This design comes from an exercise in tuning for small area on the open sky130 flow, not from production work. Function was not checked in any run shown here: the RTL went through the layout flow alone.

--- design/flow/constraint.sdc ---
create_clock -name core_clock -period 5.0 [get_ports {clk}]
set_input_delay 1.0000 -clock core_clock [delete_from_list [all_inputs] [get_ports {clk}]]
set_output_delay 1.0000 -clock core_clock [all_outputs]
set_load 0.01 [all_outputs]
--- design/flow/run.sh ---
#!/bin/bash
# synth_recipe.tcl (not shown) runs the flow's synth.tcl, then flattens the netlist and writes it again
# the make line also repeats each setting of config.mk as NAME=value (left out here)
make -C /OpenROAD-flow-scripts/flow DESIGN_CONFIG=/design/flow/config.mk WORK_HOME=/design/flow/orfs CLKGATE_MAP_FILE= SYNTH_SCRIPT=/design/flow/synth_recipe.tcl finish
--- design/flow/design.v ---
module CORDIC_COS_SIN #(
    parameter DATA_WIDTH = 16,
    parameter PHASE_WIDTH = 32,
    parameter STAGE = 16
) (
    input clk,
    input rst,
    input en,
    input mode,
    input signed [DATA_WIDTH-1:0] x0,
    input signed [DATA_WIDTH-1:0] y0,
    input signed [PHASE_WIDTH-1:0] phase,
    output valid,
    output [DATA_WIDTH:0] cos,
    output [DATA_WIDTH:0] sin
);
reg [7:0] vld;
always @(posedge clk or posedge rst)
    if (rst) vld <= 0;
    else vld <= {vld[6:0], en};
assign valid = vld[7];
wire [1:0] q = phase[31:30];
wire signed [24:0] zq = {phase[31], phase[29:6]};
wire [17:0] z0 = (zq > 25'sd102273) ? 18'sd102273 : (zq < -25'sd102274) ? -18'sd102274 : zq[17:0];
wire [16:0] px = {1'b0, x0}, py = {1'b0, y0};
wire [16:0] nx = -px, ny = -py;
wire [16:0] fxa = (q==2'd1 || q==2'd2) ? nx : px;
wire [16:0] fxb = (q[1]==1'b0) ? ny : py;
wire [16:0] fya = q[1] ? nx : px;
wire [16:0] fyb = (q==2'd1 || q==2'd2) ? ny : py;
wire [16:0] x1f = fxa + fxb;
wire [16:0] y1f = fya + fyb;
wire s0_n2 = z0[17];
wire signed [18:0] z1_n1_f = {{1{z0[17]}}, z0} + (s0_n2 ? 19'sd46080 : -19'sd46080);
wire [16:0] z1_n1 = z1_n1_f[16:0];
wire s1_n4 = z1_n1[16];
wire signed [17:0] z2_n3_f = {{1{z1_n1[16]}}, z1_n1} + (s1_n4 ? 18'sd27203 : -18'sd27203);
wire [15:0] z2_n3 = z2_n3_f[15:0];
wire s2_n6 = z2_n3[15];
wire signed [16:0] z3_n5_f = {{1{z2_n3[15]}}, z2_n3} + (s2_n6 ? 17'sd14373 : -17'sd14373);
wire [14:0] z3_n5 = z3_n5_f[14:0];
reg [16:0] xr1, yr1;
reg sr1_1;
reg sr1_2;
reg [14:0] zr1;
always @(posedge clk) begin
    xr1 <= x1f;
    yr1 <= y1f;
    sr1_1 <= s1_n4;
    sr1_2 <= s2_n6;
    zr1 <= z3_n5;
end
wire t9 = ~sr1_1;
wire signed [16:0] x2_7_sh = $signed(yr1) >>> 1;
wire [16:0] x2_7 = xr1 + (x2_7_sh ^ {17{t9}}) + t9;
wire signed [16:0] y2_8_sh = $signed(xr1) >>> 1;
wire [16:0] y2_8 = yr1 + (y2_8_sh ^ {17{sr1_1}}) + sr1_1;
wire t12 = ~sr1_2;
wire signed [16:0] x3_10_sh = $signed(y2_8) >>> 2;
wire [16:0] x3_10 = x2_7 + (x3_10_sh ^ {17{t12}}) + t12;
wire signed [16:0] y3_11_sh = $signed(x2_7) >>> 2;
wire [16:0] y3_11 = y2_8 + (y3_11_sh ^ {17{sr1_2}}) + sr1_2;
wire s3_n14 = zr1[14];
wire signed [15:0] z4_n13_f = {{1{zr1[14]}}, zr1} + (s3_n14 ? 16'sd7296 : -16'sd7296);
wire [13:0] z4_n13 = z4_n13_f[13:0];
wire s4_n16 = z4_n13[13];
wire signed [14:0] z5_n15_f = {{1{z4_n13[13]}}, z4_n13} + (s4_n16 ? 15'sd3662 : -15'sd3662);
wire [12:0] z5_n15 = z5_n15_f[12:0];
reg [16:0] xr2, yr2;
reg sr2_3;
reg sr2_4;
reg [12:0] zr2;
always @(posedge clk) begin
    xr2 <= x3_10;
    yr2 <= y3_11;
    sr2_3 <= s3_n14;
    sr2_4 <= s4_n16;
    zr2 <= z5_n15;
end
wire t19 = ~sr2_3;
wire signed [16:0] x4_17_sh = $signed(yr2) >>> 3;
wire [16:0] x4_17 = xr2 + (x4_17_sh ^ {17{t19}}) + t19;
wire signed [16:0] y4_18_sh = $signed(xr2) >>> 3;
wire [16:0] y4_18 = yr2 + (y4_18_sh ^ {17{sr2_3}}) + sr2_3;
wire t22 = ~sr2_4;
wire signed [16:0] x5_20_sh = $signed(y4_18) >>> 4;
wire [16:0] x5_20 = x4_17 + (x5_20_sh ^ {17{t22}}) + t22;
wire signed [16:0] y5_21_sh = $signed(x4_17) >>> 4;
wire [16:0] y5_21 = y4_18 + (y5_21_sh ^ {17{sr2_4}}) + sr2_4;
wire s5_n24 = zr2[12];
wire signed [13:0] z6_n23_f = {{1{zr2[12]}}, zr2} + (s5_n24 ? 14'sd1833 : -14'sd1833);
wire [11:0] z6_n23 = z6_n23_f[11:0];
wire s6_n26 = z6_n23[11];
wire signed [12:0] z7_n25_f = {{1{z6_n23[11]}}, z6_n23} + (s6_n26 ? 13'sd917 : -13'sd917);
wire [10:0] z7_n25 = z7_n25_f[10:0];
reg [16:0] xr3, yr3;
reg sr3_5;
reg sr3_6;
reg [10:0] zr3;
always @(posedge clk) begin
    xr3 <= x5_20;
    yr3 <= y5_21;
    sr3_5 <= s5_n24;
    sr3_6 <= s6_n26;
    zr3 <= z7_n25;
end
wire t29 = ~sr3_5;
wire signed [16:0] x6_27_sh = $signed(yr3) >>> 5;
wire [16:0] x6_27 = xr3 + (x6_27_sh ^ {17{t29}}) + t29;
wire signed [16:0] y6_28_sh = $signed(xr3) >>> 5;
wire [16:0] y6_28 = yr3 + (y6_28_sh ^ {17{sr3_5}}) + sr3_5;
wire t32 = ~sr3_6;
wire signed [16:0] x7_30_sh = $signed(y6_28) >>> 6;
wire [16:0] x7_30 = x6_27 + (x7_30_sh ^ {17{t32}}) + t32;
wire signed [16:0] y7_31_sh = $signed(x6_27) >>> 6;
wire [16:0] y7_31 = y6_28 + (y7_31_sh ^ {17{sr3_6}}) + sr3_6;
wire s7_n34 = zr3[10];
wire signed [11:0] z8_n33_f = {{1{zr3[10]}}, zr3} + (s7_n34 ? 12'sd458 : -12'sd458);
wire [9:0] z8_n33 = z8_n33_f[9:0];
wire s8_n36 = z8_n33[9];
wire signed [10:0] z9_n35_f = {{1{z8_n33[9]}}, z8_n33} + (s8_n36 ? 11'sd229 : -11'sd229);
wire [8:0] z9_n35 = z9_n35_f[8:0];
reg [16:0] xr4, yr4;
reg sr4_7;
reg sr4_8;
reg [8:0] zr4;
always @(posedge clk) begin
    xr4 <= x7_30;
    yr4 <= y7_31;
    sr4_7 <= s7_n34;
    sr4_8 <= s8_n36;
    zr4 <= z9_n35;
end
wire t39 = ~sr4_7;
wire signed [16:0] x8_37_sh = $signed(yr4) >>> 7;
wire [16:0] x8_37 = xr4 + (x8_37_sh ^ {17{t39}}) + t39;
wire signed [16:0] y8_38_sh = $signed(xr4) >>> 7;
wire [16:0] y8_38 = yr4 + (y8_38_sh ^ {17{sr4_7}}) + sr4_7;
wire t42 = ~sr4_8;
wire signed [16:0] x9_40_sh = $signed(y8_38) >>> 8;
wire [16:0] x9_40 = x8_37 + (x9_40_sh ^ {17{t42}}) + t42;
wire signed [16:0] y9_41_sh = $signed(x8_37) >>> 8;
wire [16:0] y9_41 = y8_38 + (y9_41_sh ^ {17{sr4_8}}) + sr4_8;
wire s9_n44 = zr4[8];
wire signed [9:0] z10_n43_f = {{1{zr4[8]}}, zr4} + (s9_n44 ? 10'sd115 : -10'sd115);
wire [7:0] z10_n43 = z10_n43_f[7:0];
wire s10_n46 = z10_n43[7];
wire signed [8:0] z11_n45_f = {{1{z10_n43[7]}}, z10_n43} + (s10_n46 ? 9'sd57 : -9'sd57);
wire [6:0] z11_n45 = z11_n45_f[6:0];
reg [16:0] xr5, yr5;
reg sr5_9;
reg sr5_10;
reg [6:0] zr5;
always @(posedge clk) begin
    xr5 <= x9_40;
    yr5 <= y9_41;
    sr5_9 <= s9_n44;
    sr5_10 <= s10_n46;
    zr5 <= z11_n45;
end
wire t49 = ~sr5_9;
wire signed [16:0] x10_47_sh = $signed(yr5) >>> 9;
wire [16:0] x10_47 = xr5 + (x10_47_sh ^ {17{t49}}) + t49;
wire signed [16:0] y10_48_sh = $signed(xr5) >>> 9;
wire [16:0] y10_48 = yr5 + (y10_48_sh ^ {17{sr5_9}}) + sr5_9;
wire t52 = ~sr5_10;
wire signed [16:0] x11_50_sh = $signed(y10_48) >>> 10;
wire [16:0] x11_50 = x10_47 + (x11_50_sh ^ {17{t52}}) + t52;
wire signed [16:0] y11_51_sh = $signed(x10_47) >>> 10;
wire [16:0] y11_51 = y10_48 + (y11_51_sh ^ {17{sr5_10}}) + sr5_10;
wire s11_n54 = zr5[6];
wire signed [7:0] z12_n53_f = {{1{zr5[6]}}, zr5} + (s11_n54 ? 8'sd29 : -8'sd29);
wire [5:0] z12_n53 = z12_n53_f[5:0];
wire s12_n56 = z12_n53[5];
wire signed [6:0] z13_n55_f = {{1{z12_n53[5]}}, z12_n53} + (s12_n56 ? 7'sd14 : -7'sd14);
wire [4:0] z13_n55 = z13_n55_f[4:0];
reg [16:0] xr6, yr6;
reg sr6_11;
reg sr6_12;
reg [4:0] zr6;
always @(posedge clk) begin
    xr6 <= x11_50;
    yr6 <= y11_51;
    sr6_11 <= s11_n54;
    sr6_12 <= s12_n56;
    zr6 <= z13_n55;
end
wire t59 = ~sr6_11;
wire signed [16:0] x12_57_sh = $signed(yr6) >>> 11;
wire [16:0] x12_57 = xr6 + (x12_57_sh ^ {17{t59}}) + t59;
wire signed [16:0] y12_58_sh = $signed(xr6) >>> 11;
wire [16:0] y12_58 = yr6 + (y12_58_sh ^ {17{sr6_11}}) + sr6_11;
wire t62 = ~sr6_12;
wire signed [16:0] x13_60_sh = $signed(y12_58) >>> 12;
wire [16:0] x13_60 = x12_57 + (x13_60_sh ^ {17{t62}}) + t62;
wire signed [16:0] y13_61_sh = $signed(x12_57) >>> 12;
wire [16:0] y13_61 = y12_58 + (y13_61_sh ^ {17{sr6_12}}) + sr6_12;
wire s13_n64 = zr6[4];
wire signed [5:0] z14_n63_f = {{1{zr6[4]}}, zr6} + (s13_n64 ? 6'sd7 : -6'sd7);
wire [3:0] z14_n63 = z14_n63_f[3:0];
wire s14_n66 = z14_n63[3];
wire signed [4:0] z15_n65_f = {{1{z14_n63[3]}}, z14_n63} + (s14_n66 ? 5'sd4 : -5'sd4);
wire [2:0] z15_n65 = z15_n65_f[2:0];
reg [16:0] xr7, yr7;
reg sr7_13;
reg sr7_14;
always @(posedge clk) begin
    xr7 <= x13_60;
    yr7 <= y13_61;
    sr7_13 <= s13_n64;
    sr7_14 <= s14_n66;
end
wire t69 = ~sr7_13;
wire signed [16:0] x14_67_sh = $signed(yr7) >>> 13;
wire [16:0] x14_67 = xr7 + (x14_67_sh ^ {17{t69}}) + t69;
wire signed [16:0] y14_68_sh = $signed(xr7) >>> 13;
wire [16:0] y14_68 = yr7 + (y14_68_sh ^ {17{sr7_13}}) + sr7_13;
wire t72 = ~sr7_14;
wire signed [16:0] x15_70_sh = $signed(y14_68) >>> 14;
wire [16:0] x15_70 = x14_67 + (x15_70_sh ^ {17{t72}}) + t72;
wire signed [16:0] y15_71_sh = $signed(x14_67) >>> 14;
wire [16:0] y15_71 = y14_68 + (y15_71_sh ^ {17{sr7_14}}) + sr7_14;
reg [16:0] xr8, yr8;
always @(posedge clk) begin
    xr8 <= x15_70;
    yr8 <= y15_71;
end
assign cos = xr8;
assign sin = yr8;
endmodule
--- design/flow/config.mk ---
export PLATFORM = sky130hd
export DESIGN_NAME = CORDIC_COS_SIN
export DESIGN_NICKNAME = CORDIC_COS_SIN
export VERILOG_FILES = /design/flow/design.v
export SDC_FILE = /design/flow/constraint.sdc
export NUM_CORES = 4
export LEC_CHECK = 0
export CAP_MARGIN = 20
export CORE_MARGIN = 2
export CORE_UTILIZATION = 40
export SLEW_MARGIN = 20
==> flow_summary_export.csv, run 1 <==
group,metric,value,unit
route,drtIter0Drc,870,
sta,clock_skew,0.0327,ns
setup_path,worst_ep_arrival_time,7.12,ns
route,drtPass1Iterations,5,
floorplanning,num_rows,107,
yosys,synth-seq-cells,353,
route,wl,86.3,mm
yosys,synth.avg_cell_area,8.47,µm²
grt,antenna_found_initial,0,
clock_tree,h-tree-depth,2,
clock_tree,clk_latency,0.60,ns
yosys,synth-main-ff-cell,"dfxtp_1",
grt,grt_pass1_wl,142,mm
sta,setup_viol,78,
clock_tree,clkSlewWorstSetupHoldPaths,0.06,ns
setup_path,worstSetupEndpoint,"zr1[13]$_DFF_P_",
yosys,yosysWarningCount,1,
sta,post-route-period-util,133,%
setup_path,cp.required,5.46,ns
grt,grt.total_usage,18.9,%
grt,overflow,0,
cells_and_area,syn_to_final_growth,45.2,%
setup_path,cpMaxStageDelayCell,"or4_4",
placement,port_buffers,95,
setup_path,worstSetupEndpointType,"flip-flop",
sta,setup_ws,-1.66,ns
floorplanning,dieArea,0.0884,mm²
route,num_vias,31500,
floorplanning,core-area,0.0853,mm²
placement,place_congestion,0.859,
clock_tree,cts_tree,"yes",
route,final_antenna_net_count,0,
yosys,synth.net_count,4710,
outcome,check.faults,"negative setup slack",
floorplanning,die_w,297,µm
setup_path,reg2regPathDepth,35,
grt,grt_start_max_net_pins,35,
sta,fin_hold_ws,0.331,ns
sta,finalHoldViolCount,0,
worst_hold_path,min_path_type,"flip-flop to flip-flop",
outcome,outcome,"complete, but fails checks",
sta,relSlewSlack,44.9,%
setup_path,slowest_delay,0.56,ns
setup_path,r2r_end,"xr8[16]$_DFF_P_",
clock_tree,cts_made_buffers,45,
clock_tree,cts.sink_count,353,
setup_path,startpoint_type,"input port",
setup_path,path_max_fanout,4,
setup_path,cp-startpoint,"phase[11]",
setup_path,reg2reg_from,"sr7_13$_DFF_P_",
cells_and_area,drive_gt1_share,33.5,%
yosys,syn_area,0.0344,mm²
floorplanning,ioPinCount,103,
floorplanning,die_y,297,µm
job,max_cap_viol_count,0,
grt,grt_pass1_vias,31100,
setup_path,path_class,"input port to flip-flop",
floorplanning,start_util,40.4,%
cells_and_area,nNetsFinal,5966,
sta,max_freq,0.150,GHz
setup_path,reg2reg_slack,-0.95,ns
sta,drv_slew,0,
sta,rsz0062_at_grt,"true",
clock_tree,cts_buffer_depth,3,
clock_tree,cts_root_buf,"clkbuf_16",
yosys,ys_types,90,
yosys,synth_cells,4064,
setup_path,crit_top_cell,"a21oi_4",
route,drc,0,
yosys,async_reset_ff_share,2.27,%
route,post_drt_wl_per_cell,13.3,µm
placement,dp_hpwl,67.3,mm
yosys,synth_edf_count,0,
cells_and_area,fin_util,58.6,%
sta,fin_crit,6.66,ns
route,vias_per_cell,4.85,
sta,worst_pin_slew,0.825,ns
yosys,ys_seq_area_share,20.6,%
cells_and_area,antenna_cells,0,
worst max-delay path, delay by kind of cell:
family / cells / cell delay [ns]
AO/OA/AOI/OAI: 15 / 2.86
buffers and inverters: 4 / 0.46
multiplexers: 1 / 0.12
AND/OR/NAND/NOR: 7 / 1.64
adder cells (fa/ha/maj): 3 / 0.74
XOR/XNOR: 2 / 0.28
state kept, by name, indices dropped and copies added, names as in the netlist, 5 cells and up:
name	count
yr3	17
zr6	5
zr2	13
xr1	16
zr3	11
xr5	17
yr1	17
yr8	17
yr2	17
yr4	17
xr7	17
xr4	17
yr7	17
xr6	17
zr1	15
zr5	7
yr5	17
yr6	17
vld	8
xr3	17
zr4	9
xr8	17
xr2	17
placed cells by master, fill, tap and decap left out, types with 112 or more instances in the layout:
| master | Yosys | routed |
|---|---|---|
| o21ai_0 | 197 | 112 |
| a21oi_1 | 314 | 190 |
| o21a_1 | 142 | 142 |
| buf_4 | 2 | 1116 |
| ha_1 | 539 | 506 |
| xor2_1 | 215 | 195 |
| nand2_1 | 184 | 173 |
| a21oi_2 | 2 | 118 |
| o21bai_1 | 122 | 117 |
| nor2_1 | 357 | 303 |
| xnor2_1 | 557 | 489 |
| inv_1 | 286 | 280 |
| dfxtp_1 | 345 | 334 |
cell usage after synthesis (15+ instances only):
library cell	count	area [µm²]
a21boi_0	48	360
or3_1	28	175
nand2b_1	52	325
fa_1	39	781
nor2b_1	48	300
nor3_1	95	475
clkbuf_1	36	135
o21a_1	142	1070
o21ai_0	197	986
xor2_1	215	1880
inv_1	286	1070
and2_1	21	131
nor3b_1	15	113
a21oi_1	314	1570
ha_1	539	6740
nand2_1	184	691
a211oi_1	24	180
and3_1	21	131
a21o_1	90	676
mux2i_1	19	190
nor2_1	357	1340
nand3_1	43	215
o21bai_1	122	916
xnor2_1	557	4880
dfxtp_1	345	6910
worst min-delay path by stage:
stage	startpoint	end	depth (start not counted)
after floorplan	zr1[0]$_DFF_P_	zr2[0]$_DFF_P_	0
after global placement	zr1[0]$_DFF_P_	zr2[0]$_DFF_P_	0
after detailed placement	zr1[0]$_DFF_P_	zr2[0]$_DFF_P_	0
after CTS	zr1[0]$_DFF_P_	zr2[0]$_DFF_P_	0
after global routing	zr1[0]$_DFF_P_	zr2[0]$_DFF_P_	0
final	vld[5]$_DFF_PP0_	vld[6]$_DFF_PP0_	0
cell families after synthesis:
| family | share of synthesized area, % |
|---|---|
| AOI/OAI and AO/OA | 19.9 |
| xor gates and xnor gates | 20.6 |
| adders and majority gates | 21.9 |
| buffers and inverters | 3.85 |
| DFF | 20.6 |
| muxes | 0.716 |
| and+or+nand+nor | 12.4 |
per-stage QoR:
stage / cells / TNS [ns] / cell area [µm²] / setup WS (ns)
after floorplan: 4064 / -28.91 / 35300 / -2.12
after global placement: 6152 / -63.75 / 44200 / -2.56
after detailed placement: 6152 / -68.37 / 44200 / -2.73
after CTS: 6463 / -35.01 / 48500 / -1.38
after global routing: 6500 / -68.55 / 50000 / -1.87
final: 6500 / -41.09 / 50000 / -1.66
area by class of cell:
type                            count  area (µm²)
Inverter                          290        1100
Clock buffer                       55        1220
Clock inverter                     28         292
Fill cell                        7547       35300
Tap cell                         1144        1430
Multi-Input combinational cell   3365       28800
Sequential cell                   353        7140
Timing Repair Buffer             1265        9960
repair_timing:
| action | 4_1_cts | 5_1_grt |
|---|---|---|
| setup endpoints to repair | 99 | 130 |
| pin swaps | 213 | 226 |
| gates cloned | 0 | 0 |
| setup buffers | 245 | 99 |
| hold buffers | 0 | 0 |
| gates resized for setup | 330 | 297 |
metal layers:
metal	routed length [µm]	track usage, %	vias up
met1	38000	22.3	14400
met4	2520	5.52	0
met3	2080	2.33	147
met5	0	0	-
met2	43700	35.3	318
li1	-	-	16700
==> run 2: changes to the inputs <==
--- a/design/flow/config.mk
+++ b/design/flow/config.mk
@@ -5,6 +5,7 @@
 export SDC_FILE = /design/flow/constraint.sdc
 export NUM_CORES = 4
 export LEC_CHECK = 0
+export ABC_AREA = 1
 export CAP_MARGIN = 20
 export CORE_MARGIN = 2
 export CORE_UTILIZATION = 40
==> run 2 against run 1 <==
  * The layout still fails its checks (negative setup slack)
  * Clock skew is 0.0033 ns lower
  * Setup slack better by 1.3 ns
  * Critical path type is now flip-flop to flip-flop
  * Via count shrank 4.7%
==> flow_summary_export.csv, run 2 <==
group,metric,value,unit
clock_tree,cts.sink_count,353,
floorplanning,start_util,40.4,%
cells_and_area,syn_to_final_growth,32.4,%
setup_path,startpoint_type,"flip-flop",
sta,drv_slew,0,
sta,post-route-period-util,107,%
cells_and_area,filler_cell_count,8055,
floorplanning,dieArea,0.0883,mm²
setup_path,worstSetupEndpointType,"flip-flop",
cells_and_area,drive_gt1_share,21.9,%
yosys,ys_seq_area_share,20.7,%
sta,clock_skew,0.0294,ns
yosys,syn_area,0.0344,mm²
sta,fin_hold_ws,0.340,ns
sta,finalHoldViolCount,0,
clock_tree,clk_latency,0.60,ns
job,max_cap_viol_count,0,
floorplanning,die_w,297,µm
placement,port_buffers,95,
yosys,synth_top_area_cell,"dfxtp_1",
route,post_drt_wl_per_cell,12.6,µm
route,wl,80.7,mm
cells_and_area,layout_common_cells,"658 x buf_4, 609 x xor2_1, 595 x inv_1",
yosys,synth-seq-cells,353,
setup_path,cpMaxStageDelayCell,"dfxtp_2",
floorplanning,num_rows,107,
setup_path,path_max_fanout,6,
setup_path,reg2reg_slack,-0.33,ns
sta,fin_setup_tns,-1.53,ns
yosys,async_reset_ff_share,2.27,%
cells_and_area,nNetsFinal,5893,
floorplanning,die_y,297,µm
grt,grt.total_usage,17.4,%
yosys,synthTopCellsByArea,"dfxtp_1 20%, ha_1 20%, xor2_1 16%",
yosys,yosysWarningCount,1,
cells_and_area,antenna_cells,0,
yosys,synth_edf_count,0,
setup_path,cp.required,5.53,ns
placement,place_congestion,0.838,
sta,max_freq,0.188,GHz
setup_path,slowest_delay,0.32,ns
floorplanning,core-area,0.0851,mm²
yosys,yosys-top-cells-count,"638 x xor2_1, 636 x nand2_1, 618 x inv_1, 539 x ha_1, 486 x a21oi_1",
yosys,ys_types,52,
placement,dp_hpwl,64.6,mm
route,vias_per_cell,4.67,
sta,fin_crit,5.33,ns
yosys,synth_top_family_by_area,"adder cells",
yosys,synth_cells,4474,
clock_tree,cts_tree,"yes",
sta,worst_pin_slew,0.662,ns
grt,antenna_found_initial,0,
floorplanning,ioPinCount,103,
cells_and_area,fin_util,53.4,%
yosys,synthAdderAreaFrac,21.9,%
setup_path,path_class,"flip-flop to flip-flop",
clock_tree,cts_made_buffers,43,
sta,relSlewSlack,55.7,%
yosys,synth_top_area_share,20.1,%
grt,grt_pass1_vias,28800,
clock_tree,cts_hold_buf,0,
outcome,check.faults,"negative setup slack",
outcome,outcome,"complete, but fails checks",
sta,setup_ws,-0.326,ns
route,final_antenna_net_count,0,
grt,grt_start_max_net_pins,47,
yosys,synth_mux_area_share,0.175,%
route,drtIter0Drc,934,
worst_hold_path,min_path_type,"flip-flop to flip-flop",
grt,grt_pass1_wl,131,mm
yosys,synth_most_common_cell,"xor2_1",
sta,setup_viol,9,
setup_path,worst_ep_arrival_time,5.86,ns
clock_tree,cts_buffer_depth,3,
yosys,synth.net_count,5120,
yosys,synth-compound-area-share,14.6,%
grt,overflow,0,
clock_tree,clkSlewWorstSetupHoldPaths,0.06,ns
route,num_vias,30000,
route,drtPass1Iterations,5,
clock_tree,cts_root_buf,"clkbuf_16",
yosys,yosys.area_share.simple,14.0,%
route,drc,0,
yosys,synth_xor_area_share,21.1,%
yosys,synth-main-ff-cell,"dfxtp_1",
cells_and_area,final_common_cell,"buf_4",
sta,rsz0062_at_grt,"true",
clock_tree,h-tree-depth,2,
yosys,synth.avg_cell_area,7.68,µm²
run 2: cell types whose count changed after synthesis, moves of 70 or more:
| cell | delta |
|---|---|
| nor2_1 | -172 |
| nor3_1 | -81 |
| xor2_1 | +423 |
| inv_1 | +332 |
| xnor2_1 | -367 |
| o21a_1 | -136 |
| a21o_1 | -70 |
| nand3_1 | +139 |
| nand2_1 | +452 |
| a21oi_1 | +172 |
run 2: kinds of logic after synthesis:
kind of cell,count (synthesis)
muxes,6
xor gates and xnor gates,828
buffers and inverters,681
DFF,353
and+or+nand+nor,1124
AOI/OAI and AO/OA,904
adders and majority gates,578
run 2: cell type report:
type	count	area (µm²)	area share [%]
Multi-Input combinational cell	3441	26600	58.5
Inverter	631	2380	5.23
Tap cell	1144	1430	3.15
Timing Repair Buffer	777	6340	13.9
Clock inverter	19	359	0.789
Sequential cell	353	7130	15.7
Clock buffer	61	1240	2.73
run 2: worst max-delay path: cells and delay by family, from the launching register on:
family,cells,cell delay (ns)
AOI/OAI and AO/OA,21,2.64
DFF,1,0.32
and+or+nand+nor,8,0.65
adders and majority gates,2,0.57
buffers and inverters,2,0.21
xor gates and xnor gates,4,0.86
run 2: path summary, 6_finish.rpt:
kind / startpoint / endpoint / depth (start not counted)
setup / recovery: sr6_11$_DFF_P_ / yr7[16]$_DFF_P_ / 37
hold / removal: zr1[0]$_DFF_P_ / zr2[0]$_DFF_P_ / 0
setup reg to reg: sr6_11$_DFF_P_ / yr7[16]$_DFF_P_ / 37
hold reg to reg: zr1[0]$_DFF_P_ / zr2[0]$_DFF_P_ / 0
max in group asynchronous: rst / vld[1]$_DFF_PP0_ / 2
min in group asynchronous: rst / vld[6]$_DFF_PP0_ / 2
run 2: what timing repair did:
item,in CTS,in global routing
gates cloned,0,4
setup buffers,80,86
pin swaps,62,240
endpoints found under the setup margin,31,88
resized for setup,71,367
run 2: per-stage QoR:
stage,instances,worst slack (ns),cell area [µm²]
global placement,6188,-0.652,40900
global route,6426,-0.706,45500
finish,6426,-0.326,45500
detailed placement,6188,-0.701,40900
floorplan,4474,-0.280,34700
CTS,6345,-0.365,43300
run 2: per-layer routing:
layer	global-route usage (%)	wire length [µm]
met1	21.5	37200
met3	2.00	1870
met5	0	0
met4	3.97	1550
met2	31.9	40100

## afterwards: timing with drivers on the ports
Ports are ideal in the flow. The routed layouts listed here were re-timed in OpenROAD.
Step 1 assumes that a clkbuf_16 drives the clock port and a buf_2 every other input.
Step 2 adds t to the input delays and takes it off the output delays; t is the mean of the earliest and latest rising clock arrival at the registers after step 1. Input paths then give back, and output paths get back, about the clock's delay inside the block.
Three values: ideal ports, drivers, drivers and shift; two values: the first two.
run	shift t [ns]	setup WS [ns]	slew at the worst register clock pin (ns)
run 1	0.648	-1.657 / -1.651 / -2.299	0.06 / 0.06
run 2	0.655	-0.326 / -0.326 / -0.326	0.06 / 0.06
The setup slack of run 1, which loses most, moves by +0.006 ns with the drivers and by -0.642 ns with both steps.
